This is an optimization exercise on Yosys and OpenROAD, whose aim is small area, not a production implementation. Function was checked by simulation only, so behaviour that the tests miss may differ from the original.

## old
==> flow/design.v <==
module pico9(clk, reset, port, iord, iowr, data_in, data_out,
	rom_addr, rom_data, mem_addr, mem_we, mem_rdata);
input clk, reset;
input [8:0] data_in;
output iord, iowr;
output [8:0] data_out;
output [IOMSB-1:0] port;
output [8:0] rom_addr;
input [31:0] rom_data;
output [10:0] mem_addr;
output mem_we;
input [8:0] mem_rdata;
localparam IOMSB = 3;
function [11:0] bk11;
	input [10:0] a, b;
	input c;
	integer n, d;
	reg [10:0] g, p, x;
	begin
		x = a ^ b;
		g = a & b;
		p = x;
		g[0] = g[0] | p[0] & c;
		for (d = 1; d < 11; d = d * 2)
			for (n = 2 * d - 1; n < 11; n = n + 2 * d) begin
				g[n] = g[n] | p[n] & g[n - d];
				p[n] = p[n] & p[n - d];
			end
		for (d = 4; d > 0; d = d / 2)
			for (n = 3 * d - 1; n < 11; n = n + 2 * d) begin
				g[n] = g[n] | p[n] & g[n - d];
				p[n] = p[n] & p[n - d];
			end
		bk11 = { g[10], x ^ { g[9:0], c } };
	end
endfunction
function [9:0] bk9;
	input [8:0] a, b;
	input c;
	integer n, d;
	reg [8:0] g, p, x;
	begin
		x = a ^ b;
		g = a & b;
		p = x;
		g[0] = g[0] | p[0] & c;
		for (d = 1; d < 9; d = d * 2)
			for (n = 2 * d - 1; n < 9; n = n + 2 * d) begin
				g[n] = g[n] | p[n] & g[n - d];
				p[n] = p[n] & p[n - d];
			end
		for (d = 4; d > 0; d = d / 2)
			for (n = 3 * d - 1; n < 9; n = n + 2 * d) begin
				g[n] = g[n] | p[n] & g[n - d];
				p[n] = p[n] & p[n - d];
			end
		bk9 = { g[8], x ^ { g[7:0], c } };
	end
endfunction
function [11:0] add11;
	input [10:0] a, b;
	input c;
	integer n;
	reg [11:0] r;
	begin
		r[0] = c;
		for (n = 0; n < 11; n = n + 1) r[n + 1] = a[n] & b[n] | (a[n] ^ b[n]) & r[n];
		add11 = { r[11], a ^ b ^ r[10:0] };
	end
endfunction
function [9:0] add9;
	input [8:0] a, b;
	input c;
	integer n;
	reg [9:0] r;
	begin
		r[0] = c;
		for (n = 0; n < 9; n = n + 1) r[n + 1] = a[n] & b[n] | (a[n] ^ b[n]) & r[n];
		add9 = { r[9], a ^ b ^ r[8:0] };
	end
endfunction
wire [31:0] i = rom_data;
wire [8:0] data;
reg [3:0] flags;
reg [1:0] ph;
reg idle;
reg [1:0] k;			 
wire m1 = ph == 2'd0;
wire m2 = ph == 2'd1;
wire m3 = ph == 2'd2;
wire m4 = ph == 2'd3;
wire alu = ~i[31];
wire pop = i[31] & ~i[30];	 
wire last = k == i[29:28];
wire contd = alu & ~last;
always @(posedge clk) begin
	idle <= reset;
	if (reset | idle) ph <= 2'd0;
	else ph <= { ph[1] ^ ph[0], ~ph[0] | ph[1] & contd };
	if (reset | m4 & ~contd) k <= 2'd0;
	else if (m4) k <= k + 2'd1;
end
reg [8:0] pc;
wire [8:0] pc_next = add9(pc, 9'd0, 1'b1);
wire cond_ok = ~i[27] | flags[i[26:25]] ^ i[24];
always @(posedge clk)
	if (reset) pc <= 0;
	else if (m3)
		if (i[31] ? ~i[30] | ~i[29] & ~cond_ok : last)
			pc <= pc_next;
		else if (i[31])
			pc <= i[29:28] == 2'b10 ? data : i[8:0];
assign rom_addr = pc;
reg [10:0] srcptr, dstptr;
reg [10:0] adr;			 
wire shr = alu & &i[26:25];
wire upd = m3 | m4 & last;
wire seld = m1 ? i[31] & i[30] : m2 ? alu : m4 & last;
wire [1:0] mode = seld ? i[22:21] : i[10:9];
wire [8:0] off = upd ? 9'd0 : seld ? i[20:12] : i[8:0];
wire pen = upd | |mode;
wire [10:0] base = pen ? (seld ? dstptr : srcptr) : 11'd0;
wire neg = upd ? mode[0] : shr;
wire [2:0] j = k + (m3 | m4 | m2 & i[31]);
wire [3:0] dj = neg ? 4'd0 - { 1'b0, j } : { 1'b0, j };
wire [10:0] offx = { {2{ pen & off[8] }}, off };
wire [10:0] dx = { {7{ dj[3] }}, dj };
wire [10:0] cs_s = base ^ offx ^ dx;
wire [10:0] cs_c = base & offx | (base ^ offx) & dx;
wire [11:0] adr_y = bk11(cs_s, { cs_c[9:0], 1'b0 }, 1'b0);
always @(posedge clk)
	if (~m3) adr <= adr_y[10:0];
wire isio = ~|adr[10:IOMSB+1];
reg io_q;
reg [IOMSB-1:0] port_q;
always @(posedge clk) begin
	io_q <= isio & ~adr[IOMSB];
	port_q <= adr[IOMSB-1:0];
end
assign data = io_q ? data_in : mem_rdata;
assign mem_addr = adr;
wire ptr_st = pop & i[28] & (ph[1] ^ ph[0]);
wire ptr_ld = pop & ~i[28] & ph[1];
wire [10:0] ptr_d = i[29] ? i[10:0] : { data[2:0], data[7:0] };
wire src_step = m3 & alu & last & i[10];
wire dst_step = m4 & alu & last & i[22];
always @(posedge clk)
	if (reset) srcptr <= 0;
	else if (src_step | ptr_ld & ~i[24])
		srcptr <= ptr_ld ? (m3 ? { srcptr[10:8], ptr_d[7:0] } : { ptr_d[10:8], srcptr[7:0] }) :
			adr_y[10:0];
always @(posedge clk)
	if (reset) dstptr <= 0;
	else if (dst_step | ptr_ld & i[24])
		dstptr <= ptr_ld ? (m3 ? { dstptr[10:8], ptr_d[7:0] } : { ptr_d[10:8], dstptr[7:0] }) :
			adr_y[10:0];
wire wr = m4 & alu & i[27] | m2 & &i[31:28] | ptr_st;
assign mem_we = wr;
assign port = m3 & ~(pop & i[28]) ? port_q : adr[IOMSB-1:0];
assign iord = m2 & alu & isio & ~adr[IOMSB] & ~i[11];
assign iowr = wr & isio & adr[IOMSB];
reg [8:0] src;
wire inv = i[24] & ~(i[26] & i[25]);
always @(posedge clk)
	src <= (i[11] ? k == 2'd0 ? i[8:0] : 9'b0 : data) ^ {9{ inv }};
wire cy = flags[2];
wire [8:0] logic_y = i[25] ?
	i[24] ? ~src | data : src ^ data :
	i[24] ? ~src & data : src;
wire [9:0] add_y = bk9(data, src, cy ^ i[24]);
wire [8:0] shr_y = { |i[29:28] ? { 1'b0, cy } : { cy, src[8] }, src[7:1] };
wire [8:0] alu_y = i[26] ? i[25] ? shr_y : add_y[8:0] : logic_y;
wire [10:0] ptr_v = i[24] ? dstptr : srcptr;
wire [8:0] ptr_y = m3 ? { 6'd0, ptr_v[10:8] } : { 1'b0, ptr_v[7:0] };
assign data_out = i[31] ? i[30] ? pc_next : ptr_y : { last & alu_y[8], alu_y[7:0] };
always @(posedge clk)
	if (reset) flags <= 0;
	else if (alu)
		if (m1 & ~idle) flags <= 4'b0011;
		else if (m4)
			flags <= {
				shr ? src[0] : add_y[9],
				shr ? src[0] : add_y[8],
				flags[1] & ~|alu_y[8:0],
				flags[0] & ~|alu_y[7:0]
			};
endmodule
Settings: LEC_CHECK=0, CAP_MARGIN=20, CORE_MARGIN=2, CORE_UTILIZATION=60, CTS_BUF_LIST=sky130_fd_sc_hd__clkbuf_8, GPL_TIMING_DRIVEN=0, SLEW_MARGIN=20; clock period 6.5 ns.
standard.sh (not shown) runs the stock make flow with config.mk's settings and CLKGATE_MAP_FILE= SYNTH_SCRIPT=/design/flow/synth_recipe.tcl, a recipe that flattens the netlist after the stock synthesis.
==> flow/flow/run.sh <==
#!/bin/bash
# Own layout flow: the standard flow with three changes.
# 1. Synthesis is the standard flow's synthesis script with ABC's area-oriented mapping
#    script (flow/abc_area.script) in place of ORFS's speed script, and
# 2. without ORFS's extraction of full and half adder cells, so that ABC maps
#    all the logic. Neither touches the registers, which stay the standard
#    synthesis's, with the same names and cells.
# 3. The port buffers are the smallest buffer cell.
# 4. Clock tree synthesis inserts no dummy loads.
# Each tool's output goes to a log file in the work folder (and ORFS's logs).
set -euo pipefail
W=$PWD
F=$W/flow
sed -e "s|log_cmd abc {\*}\$abc_args|log_cmd abc -script $F/abc_area.script {*}[lrange \$abc_args 2 end]|" \
    -e 's|^\( *\)extract_fa {\*}\[dont_use_extract_fa_args\]$|\1# extract_fa left out|' \
  "$FLOW_HOME/scripts/synth.tcl" > "$W/synth_area.tcl"
grep -q "abc_area.script" "$W/synth_area.tcl"
grep -q "extract_fa left out" "$W/synth_area.tcl"
sed "s|source \$::env(SCRIPTS_DIR)/synth.tcl|source $W/synth_area.tcl|" "$W/synth_recipe.tcl" > "$W/my_synth.tcl"
grep -q "synth_area.tcl" "$W/my_synth.tcl"
sed "s|$W/synth_recipe.tcl|$W/my_synth.tcl|" "$W/standard.sh" > "$W/my_standard.sh"
grep -q "my_synth.tcl" "$W/my_standard.sh"
bash "$W/my_standard.sh" synth > "$W/synth.log" 2>&1
bash "$W/my_standard.sh" "BUFFER_PORTS_ARGS=-buffer_cell sky130_fd_sc_hd__buf_1" \
  "CTS_ARGS=-sink_clustering_enable -repair_clock_nets -buf_list sky130_fd_sc_hd__clkbuf_8 -dont_use_dummy_load" \
  finish > "$W/layout.log" 2>&1
==> flow/flow/abc_area.script <==
&get -n
&st
&deepsyn -T 20
&dch
&nf -R 1000 -p
&put
topo
stime -c
old ran in full, but the layout does not pass; the checks complain about negative setup slack.
Edits applied to the flow inputs when going from old to new:
diff --git a/flow/design.v b/flow/design.v
--- a/flow/design.v
+++ b/flow/design.v
@@ -83,7 +83,6 @@
 wire [8:0] data;
 reg [3:0] flags;
 reg [1:0] ph;
-reg idle;
 reg [1:0] k;			 
 wire m1 = ph == 2'd0;
 wire m2 = ph == 2'd1;
@@ -92,12 +91,13 @@
 wire alu = ~i[31];
 wire pop = i[31] & ~i[30];	 
 wire last = k == i[29:28];
+wire first = k == 2'd0;
 wire contd = alu & ~last;
 always @(posedge clk) begin
-	idle <= reset;
-	if (reset | idle) ph <= 2'd0;
+	if (reset | m1 & |k) ph <= 2'd0;
 	else ph <= { ph[1] ^ ph[0], ~ph[0] | ph[1] & contd };
-	if (reset | m4 & ~contd) k <= 2'd0;
+	if (reset) k <= 2'd1;
+	else if (m1 | m4 & ~contd) k <= 2'd0;
 	else if (m4) k <= k + 2'd1;
 end
 reg [8:0] pc;
@@ -140,19 +140,19 @@
 assign data = io_q ? data_in : mem_rdata;
 assign mem_addr = adr;
 wire ptr_st = pop & i[28] & (ph[1] ^ ph[0]);
-wire ptr_ld = pop & ~i[28] & ph[1];
-wire [10:0] ptr_d = i[29] ? i[10:0] : { data[2:0], data[7:0] };
+wire ptr_ld = pop & ~i[28] & m4;
+wire [10:0] ptr_d = i[29] ? i[10:0] : { data[2:0], src[7:0] };
 wire src_step = m3 & alu & last & i[10];
 wire dst_step = m4 & alu & last & i[22];
 always @(posedge clk)
 	if (reset) srcptr <= 0;
 	else if (src_step | ptr_ld & ~i[24])
-		srcptr <= ptr_ld ? (m3 ? { srcptr[10:8], ptr_d[7:0] } : { ptr_d[10:8], srcptr[7:0] }) :
+		srcptr <= ptr_ld ? ptr_d :
 			adr_y[10:0];
 always @(posedge clk)
 	if (reset) dstptr <= 0;
 	else if (dst_step | ptr_ld & i[24])
-		dstptr <= ptr_ld ? (m3 ? { dstptr[10:8], ptr_d[7:0] } : { ptr_d[10:8], dstptr[7:0] }) :
+		dstptr <= ptr_ld ? ptr_d :
 			adr_y[10:0];
 wire wr = m4 & alu & i[27] | m2 & &i[31:28] | ptr_st;
 assign mem_we = wr;
@@ -160,10 +160,10 @@
 assign iord = m2 & alu & isio & ~adr[IOMSB] & ~i[11];
 assign iowr = wr & isio & adr[IOMSB];
 reg [8:0] src;
-wire inv = i[24] & ~(i[26] & i[25]);
+wire inv = alu & i[24] & ~(i[26] & i[25]);
 always @(posedge clk)
-	src <= (i[11] ? k == 2'd0 ? i[8:0] : 9'b0 : data) ^ {9{ inv }};
-wire cy = flags[2];
+	src <= (alu & i[11] ? first ? i[8:0] : 9'b0 : data) ^ {9{ inv }};
+wire cy = ~first & flags[2];
 wire [8:0] logic_y = i[25] ?
 	i[24] ? ~src | data : src ^ data :
 	i[24] ? ~src & data : src;
@@ -175,13 +175,11 @@
 assign data_out = i[31] ? i[30] ? pc_next : ptr_y : { last & alu_y[8], alu_y[7:0] };
 always @(posedge clk)
 	if (reset) flags <= 0;
-	else if (alu)
-		if (m1 & ~idle) flags <= 4'b0011;
-		else if (m4)
-			flags <= {
-				shr ? src[0] : add_y[9],
-				shr ? src[0] : add_y[8],
-				flags[1] & ~|alu_y[8:0],
-				flags[0] & ~|alu_y[7:0]
-			};
+	else if (alu & m4)
+		flags <= {
+			shr ? src[0] : add_y[9],
+			shr ? src[0] : add_y[8],
+			(first | flags[1]) & ~|alu_y[8:0],
+			(first | flags[0]) & ~|alu_y[7:0]
+		};
 endmodule
Notes after the runs:
new vs old, fraction of the mapped netlist area in compound gates went down by 0.76 points.
new completed end to end with timing, DRC and antenna clean.
Compared with old, new shows a lower post-CTS resize count.
Between old and new, clock buffer and inverter area fraction after layout is higher for new, old comes in under that.
Number of library cell types mapped by synthesis in new is 11 lower than in old
old has a higher post-route cell area than new.
new vs old: stage delay of the slowest cell on the critical path up in new
Slowest cell on the critical path = sky130_fd_sc_hd__a221oi_2: old; slowest cell on the critical path = sky130_fd_sc_hd__maj3_2: new
Count of plain and timing-repair buffers in the layout for new is lower than for old.

-- afterwards: timing with drivers on the ports --
The results above use ideal ports. As a check the final layouts listed here were re-extracted and re-timed, cells and wires unchanged. Step 1 (the two cells are an assumption about what drives the block):
set clk [get_ports {clk}]
set_driving_cell -lib_cell sky130_fd_sc_hd__clkbuf_16 $clk
set_driving_cell -lib_cell sky130_fd_sc_hd__buf_2 [delete_from_list [all_inputs] $clk]
Step 2 times the ports against the registers' clock, not the clock port: input delays grow and output delays shrink by t, the midpoint of the rising clock arrivals with the driver on. Slacks: ideal ports / drivers / drivers and shift; pairs: ideal ports / drivers.
run	t, ns	setup WS [ns]	worst setup path after step 2	clock arrival spread, ns	slew at the worst register clock pin (ns)
old	0.368	-0.158 / -0.145 / -0.513	input to register	0.027 / 0.027	0.08 / 0.08
new	0.380	0.234 / 0.236 / -0.144	input to register	0.030 / 0.030	0.08 / 0.08
With both steps, setup timing fails in new, where it was met with ideal ports. The setup slack of new, which loses most, moves by +0.002 ns with the drivers and by -0.378 ns with both steps.
